Context: an optimization exercise on an open-source flow, tuned for small area. The choices shown serve that exercise and are no tape-out recipe.
The RTL was checked by simulation tests, not by an equivalence proof against the original design.
Power figures rest on the tool's default switching activity, not on a simulated workload.

==> flow/design.v <==
module sdram_controller(
	input	wire			clk,
	input	wire			arst_n,
	output	reg			init_done,
	input	wire [24:0]		dbus_address,
	input	wire [6:0]		dbus_burstcount,
	input	wire			dbus_read,
	output	wire			dbus_readdatavalid,
	output	wire [15:0]		dbus_readdata,
	input	wire			dbus_write,
	input	wire [15:0]		dbus_writedata,
	input	wire [1:0]		dbus_byteenable,
	output	reg			dbus_waitrequest,
	output	wire			sdram_CKE,
	output	wire			sdram_nCS,
	output	wire			sdram_nRAS,
	output	wire			sdram_nCAS,
	output	wire			sdram_nWE,
	output	wire [1:0]		sdram_BA,
	output	reg  [12:0]		sdram_ADDR,
	output	wire [1:0]		sdram_DM,
	input	wire [15:0]		sdram_DQ_in,
	output	wire [15:0]		sdram_DQ_out,
	output	wire			sdram_DQ_oe
);
localparam S_IW = 3'd0, S_INIT = 3'd1, S_IDLE = 3'd2, S_ACT = 3'd3,
           S_NOP2 = 3'd4, S_MAIN = 3'd5, S_POST = 3'd6;
localparam C_NOP = 4'b0111, C_ACT = 4'b0011, C_READ = 4'b0101, C_WRITE = 4'b0100,
           C_BST = 4'b0110, C_PRE = 4'b0010, C_AR = 4'b0001, C_LMR = 4'b0000;
reg [2:0] st;
reg [6:0] T;
reg [8:0] R;
reg owed;
reg rd, rf;
reg [12:0] row;
reg [8:0] col;
reg [1:0] bank;
reg W1, W2, W3;
wire wrap = R[8] & R[7] & R[5] & R[4];	 
wire fin = T[6];			 
wire in_init = (st == S_INIT);
wire i_pre = in_init & fin & (R == 9'd420);
wire i_ar  = in_init & fin & ((R == 9'd422) | (R == 9'd427));
wire i_mrs = in_init & fin & (R == 9'd432);
wire i_exit = in_init & fin & ~T[0] & R[0];
wire Tz   = (T == 7'd0);
wire ar   = (st == S_POST) & rf & Tz;
wire close = (st == S_POST) & ~rf & (rd ? (T == 7'h7b) : (T == 7'h7d));	 
wire pexit = rd ? (T == 7'h7a) : (T == 7'h7c);				 
wire first = (st == S_MAIN) & ~W1;
wire W = (st == S_MAIN);
reg [3:0] cmd;
assign {sdram_nCS, sdram_nRAS, sdram_nCAS, sdram_nWE} = cmd;
assign sdram_CKE = (st != S_IW);
assign sdram_DQ_out = dbus_writedata;
assign dbus_readdata = sdram_DQ_in;
assign sdram_DQ_oe = W & ~rd;
assign dbus_readdatavalid = rd & W3 & ((st == S_MAIN) | (st == S_POST));
wire force_dm = i_pre | close;
assign sdram_DM = ~dbus_byteenable | {2{force_dm}};
assign sdram_BA = in_init ? 2'b00 : bank;
always @* begin
	cmd = C_NOP;
	if (i_pre | close) cmd = C_PRE;
	if (i_ar | ar) cmd = C_AR;
	if (i_mrs) cmd = C_LMR;
	if (st == S_ACT) cmd = C_ACT;
	if (first) cmd = rd ? C_READ : C_WRITE;
	if ((st == S_POST) & ~rf & Tz) cmd = C_BST;
end
always @* begin
	sdram_ADDR = {4'b0000, col};
	if (st == S_ACT) sdram_ADDR = row;
	if (close) sdram_ADDR = 13'h1fff;
	if (i_pre) sdram_ADDR = 13'h0400;
	if (i_mrs) sdram_ADDR = 13'h0037;
end
always @* begin
	dbus_waitrequest = 1'b1;
	if (st == S_IDLE) dbus_waitrequest = dbus_read | dbus_write;
	if (W & ~rd) dbus_waitrequest = 1'b0;
	if (dbus_readdatavalid) dbus_waitrequest = 1'b0;
end
always @(posedge clk) begin
	row <= dbus_address[24:12];
	W1 <= W;
	W2 <= W1;
	W3 <= W2;
	if (st == S_IDLE) begin
		col <= dbus_address[9:1];
		bank <= dbus_address[11:10];
		rd <= dbus_read & ~owed;
		rf <= owed;
	end
end
wire inc = ~ar;
always @(posedge clk or negedge arst_n) begin
	if (!arst_n) begin
		st <= S_IW;
		T <= 7'd11;
		R <= 9'd60;
		owed <= 1'b0;
		init_done <= 1'b0;
	end else begin
		if (inc) R <= wrap ? 9'd0 : R + 9'd1;
		if (ar) owed <= 1'b0;
		else if (wrap & ~in_init) owed <= 1'b1;
		if (st == S_IDLE) init_done <= 1'b1;
		case (st)
			S_IW: st <= S_INIT;
			S_INIT: begin
				if (wrap) T <= T - 7'd1;
				if (i_exit) st <= S_IDLE;
			end
			S_IDLE: begin
				T <= owed ? 7'd0 : dbus_burstcount;
				if (owed) st <= S_POST;
				else if (dbus_read | dbus_write) st <= S_ACT;
			end
			S_ACT: st <= S_NOP2;
			S_NOP2: st <= S_MAIN;
			S_MAIN: begin
				T <= T - 7'd1;
				if (T == 7'd1) st <= S_POST;
			end
			S_POST: begin
				T <= T - 7'd1;
				if (pexit) st <= S_IDLE;
			end
			default: st <= S_IW;
		endcase
	end
end
endmodule
==> flow/run.sh <==
#!/bin/bash
# synth_recipe.tcl (not shown) runs the flow's synth.tcl, then flattens the netlist and writes it again
# the make line also repeats each setting of config.mk as NAME=value (left out here)
make -C /OpenROAD-flow-scripts/flow DESIGN_CONFIG=/design/flow/config.mk WORK_HOME=/design/flow/orfs CLKGATE_MAP_FILE= SYNTH_SCRIPT=/design/flow/synth_recipe.tcl finish
==> flow/config.mk <==
export PLATFORM = sky130hd
export DESIGN_NAME = sdram_controller
export DESIGN_NICKNAME = sdram_controller
export VERILOG_FILES = /design/flow/design.v
export SDC_FILE = /design/flow/constraint.sdc
export NUM_CORES = 4
export LEC_CHECK = 0
export CAP_MARGIN = 20
export CORE_MARGIN = 2
export CORE_UTILIZATION = 40
export SLEW_MARGIN = 20
==> flow/constraint.sdc <==
create_clock -name core_clock -period 5.0 [get_ports {clk}]
set_input_delay 1.0000 -clock core_clock [delete_from_list [all_inputs] [get_ports {clk}]]
set_output_delay 1.0000 -clock core_clock [all_outputs]
set_load 0.01 [all_outputs]
==> run summary <==
## cells by family after synthesis
| logic type | count (synthesis) | synth area share, % |
|---|---|---|
| fa+ha+maj | 6 | 2.72 |
| xor+xnor | 1 | 0.318 |
| other cells | 1 | 0.136 |
| buf+inv | 56 | 12.6 |
| compound gates | 69 | 16.6 |
| flops | 50 | 45.1 |
| simple gates | 98 | 20.4 |
| mux | 5 | 2.04 |
## stage by stage
stage / instance area (um^2) / total power (W) / hold WS, ns / worst slack, ns
2_1_floorplan: 2760 / 0.00116 / 0.310 / 2.25
3_3_place_gp: 3170 / 0.00136 / 0.313 / 1.48
3_5_place_dp: 3170 / 0.00137 / 0.320 / 1.47
4_1_cts: 3270 / 0.00164 / 0.342 / 1.12
5_1_grt: 3270 / 0.00175 / 0.347 / 1.02
6_report: 3270 / 0.00162 / 0.338 / 1.12
## power groups by stage
stage / Sequential, W / Clock [W] / Combinational (W)
CTS: 0.000702 / 0.000270 / 0.000664
finish: 0.000703 / 0.000256 / 0.000657
global placement: 0.000709 / 0 / 0.000655
global route: 0.000727 / 0.000288 / 0.000738
floorplan: 0.000620 / 0 / 0.000542
detailed placement: 0.000710 / 0 / 0.000661
## routing by layer
metal,GRT usage (%),share of wire (%),vias up
li1,-,-,1031
met1,22.1,47,948
met2,25.2,47,54
met3,3.13,4.4,16
met4,6.11,1.4,0
met5,0,0,-
## how the worst max path moves through the flow
stage / to / slack (ns) / cells after the start
final: sdram_ADDR[4] / 1.12 / 5
after global routing: sdram_ADDR[4] / 1.02 / 5
after CTS: sdram_ADDR[0] / 1.12 / 5
after detailed placement: sdram_ADDR[0] / 1.47 / 5
after global placement: sdram_ADDR[0] / 1.48 / 5
after floorplan: sdram_ADDR[5] / 2.25 / 5
## state kept, by name, summed over array words and instances (netlist names)
signal	count
rd	1
bank	2
st	3
W2	1
col	9
W3	1
W1	1
rf	1
init_done	1
row	13
R	9
owed	1
T	7
## layout make-up
type / instances / area, um^2 / share of cell area (%)
clock buffers: 5 / 68.8 / 2.11
clock inverters: 3 / 28.8 / 0.881
inverters: 10 / 37.5 / 1.15
multi-input cells: 180 / 1170 / 35.7
flip-flops and latches: 50 / 1240 / 38.1
well taps: 80 / 100 / 3.06
repair buffers: 63 / 621 / 19.0
## worst max-delay path: cells and delay by family, from the launching register on
family | cells | cell delay (ns)
flip-flops | 1 | 0.59
buffers and inverters | 1 | 0.55
AND/OR/NAND/NOR | 4 | 1.44
## Yosys cell counts (all sizes together), types with 2 or more instances
| master | count |
|---|---|
| ha | 6 |
| a21o | 4 |
| or3b | 3 |
| buf | 40 |
| inv | 10 |
| o31ai | 4 |
| a32oi | 3 |
| nand3 | 6 |
| nand2 | 15 |
| or4 | 3 |
| or2 | 2 |
| and3 | 3 |
| o21ai | 28 |
| dfstp | 7 |
| edfxtp | 13 |
| a31oi | 6 |
| a211oi | 5 |
| nor2b | 2 |
| dfxtp | 16 |
| mux2 | 5 |
| a21oi | 8 |
| nor3 | 7 |
| nor4 | 2 |
| nand3b | 7 |
| and2 | 6 |
| nand4bb | 2 |
| dfrtp | 14 |
| nand2b | 8 |
| clkbuf | 6 |
| or3 | 2 |
| nor2 | 25 |
==> impl_metrics.csv <==
group,metric,value,unit
yosys,syn_nets,362,
detailed_routing,avgRoutedWirePerCell,15.1,um
power,p_per_area,495,nW/um^2
yosys,synth-seq-area-share,45.1,%
power,irDropWorstVdd,191,uV
floorplan,rows,30,
finish,diodes,0,
placement,hpwl,4330,um
sta,finalSetupViolations,0,
sta,clock_skew,0.00912,ns
yosys,syn_avg_cell_area,9.65,um^2
detailed_routing,drtIter0Drc,90,
critical_path,r2r_start,"st[0]",
cts,worstSkewPairLatency,0.31,ns
cts,cts_setup_buffers,0,
critical_path,arrival,2.88,ns
critical_path,rr_endpoint,"T[5]",
yosys,async_reset_ff_share,42.0,%
finish,drive_gt1_share,9.97,%
yosys,yosysTopAreaCellShare,14.1,%
detailed_routing,ant_nets,0,
power,switchingPower,0.000640,W
cts,cts_max_path_buffers,2,
min_path,hp-start,"W2",
cts,htreeDepth,2,
critical_path,r2r_cells,4,
global_routing,grt_pass1_vias,1936,
power,p_int,0.000976,W
floorplan,die_y,87.1,um
finish,syn2layout_area_growth,18.4,%
yosys,synth_cell_types,58,
finish,nFillCells,629,
placement,io_buffers,61,
outcome,outcome,"no timing/DRC/antenna violations",
detailed_routing,via_per_inst,5.24,
critical_path,worstPathCellList,"or3b_1, or4_4, or2_4, nand2_1, clkdlybuf4s50_1",
global_routing,grt_max_degree,23,
yosys,synth-edff-count,13,
power,clockPowerShare,15.8,%
yosys,synth_top_area_cell,"edfxtp_1",
power,power.static_leakage,1.26,nW
detailed_routing,drt-pass1-iter-count,4,
detailed_routing,vias,2049,
floorplan,start_util,41.1,%
flow_run,cap_violations,0,
critical_path,critPathLaunch,"st[0]",
yosys,synth_area,2760,um^2
detailed_routing,drc,0,
critical_path,crit_path_start_kind,"register",
placement,gp_congestion,0.812,
critical_path,required,4.00,ns
yosys,ys.flop_type,"dfxtp_1",
global_routing,grt_util_all_layers,16.1,%
critical_path,crit_path_max_incr_delay,0.59,ns
floorplan,core,6720,um^2
floorplan,ios,128,
finish,final_util,48.6,%
power,p_comb_share,40.7,%
finish,final_cells,391,
cts,clk_pin_slew,0.10,ns
critical_path,crit_type,"reg2out",
sta,setup-tns-final,0,ns
floorplan,die_area,7580,um^2
yosys,ys_warn_count,1,
critical_path,slowest_stage,"dfrtp_1",
yosys,ys_ff_latch,50,
cts,cts_hold_buf,0,
finish,fin_nets,386,
cts,cts_resized,0,
floorplan,fp.dieW,87.1,um
detailed_routing,routed_wl,5890,um
global_routing,grt_pass1_wl,9540,um
sta,relSlewSlack,34.6,%
min_path,hold_path.class,"reg2reg",
sta,fin_crit,3.88,ns
power,swShare,39.6,%
sta,clock.fmax,258,MHz
cts,cts.sinks,50,
min_path,worstHoldPathCells,0,
global_routing,antenna_found_initial,0,
cts,root_buffer,"clkbuf_8",
cts,cts_tree,"built",
critical_path,r2r_slack,2.63,ns
placement,dp_cells,383,
yosys,synth_area_leaders,"edfxtp_1 14%, dfrtp_1 13%, dfxtp_1 12%",
sta,drv_slew,0,
critical_path,cp-end-kind,"output pin",
sta,worst_pin_slew,0.979,ns
min_path,hold_path_end,"W3",
finish,final_common_cell,"clkdlybuf4s50_1",
yosys,synth_cells,286,
sta,hold_viol,0,
finish,mostFrequentLayoutCells,"60 x clkdlybuf4s50_1, 25 x nor2_1, 25 x o21ai_1, 16 x dfxtp_1, 15 x nand2_1",
cts,cts_buffers,5,
power,seq_power_share,43.5,%
sta,rsz0062_at_grt,"no",
sta,period_share,77.5,%
critical_path,critPathMaxFanout,14,
global_routing,overflow,0,

-- port drivers added, routing unchanged --
No port has a modelled driver above. Below, the same layout with a new extraction and two added sets of constraints. Step 1: set_driving_cell puts a clkbuf_16 on clk and a buf_2 on each other input, an assumption about the parent block. Step 2 also shifts input and output timing later by t, the mid clock arrival at the registers, as if the neighbouring blocks saw the same clock. Slacks: no drivers / after step 1 / after step 2; pairs: no drivers / after step 1.
t (ns): 0.340
setup WS [ns]: 1.123 / 1.093 / 1.432
pins driven straight from the clock port: 1
After both steps this run still meets setup and hold. The setup slack of this run moves by -0.030 ns with the drivers and by +0.309 ns with both steps.
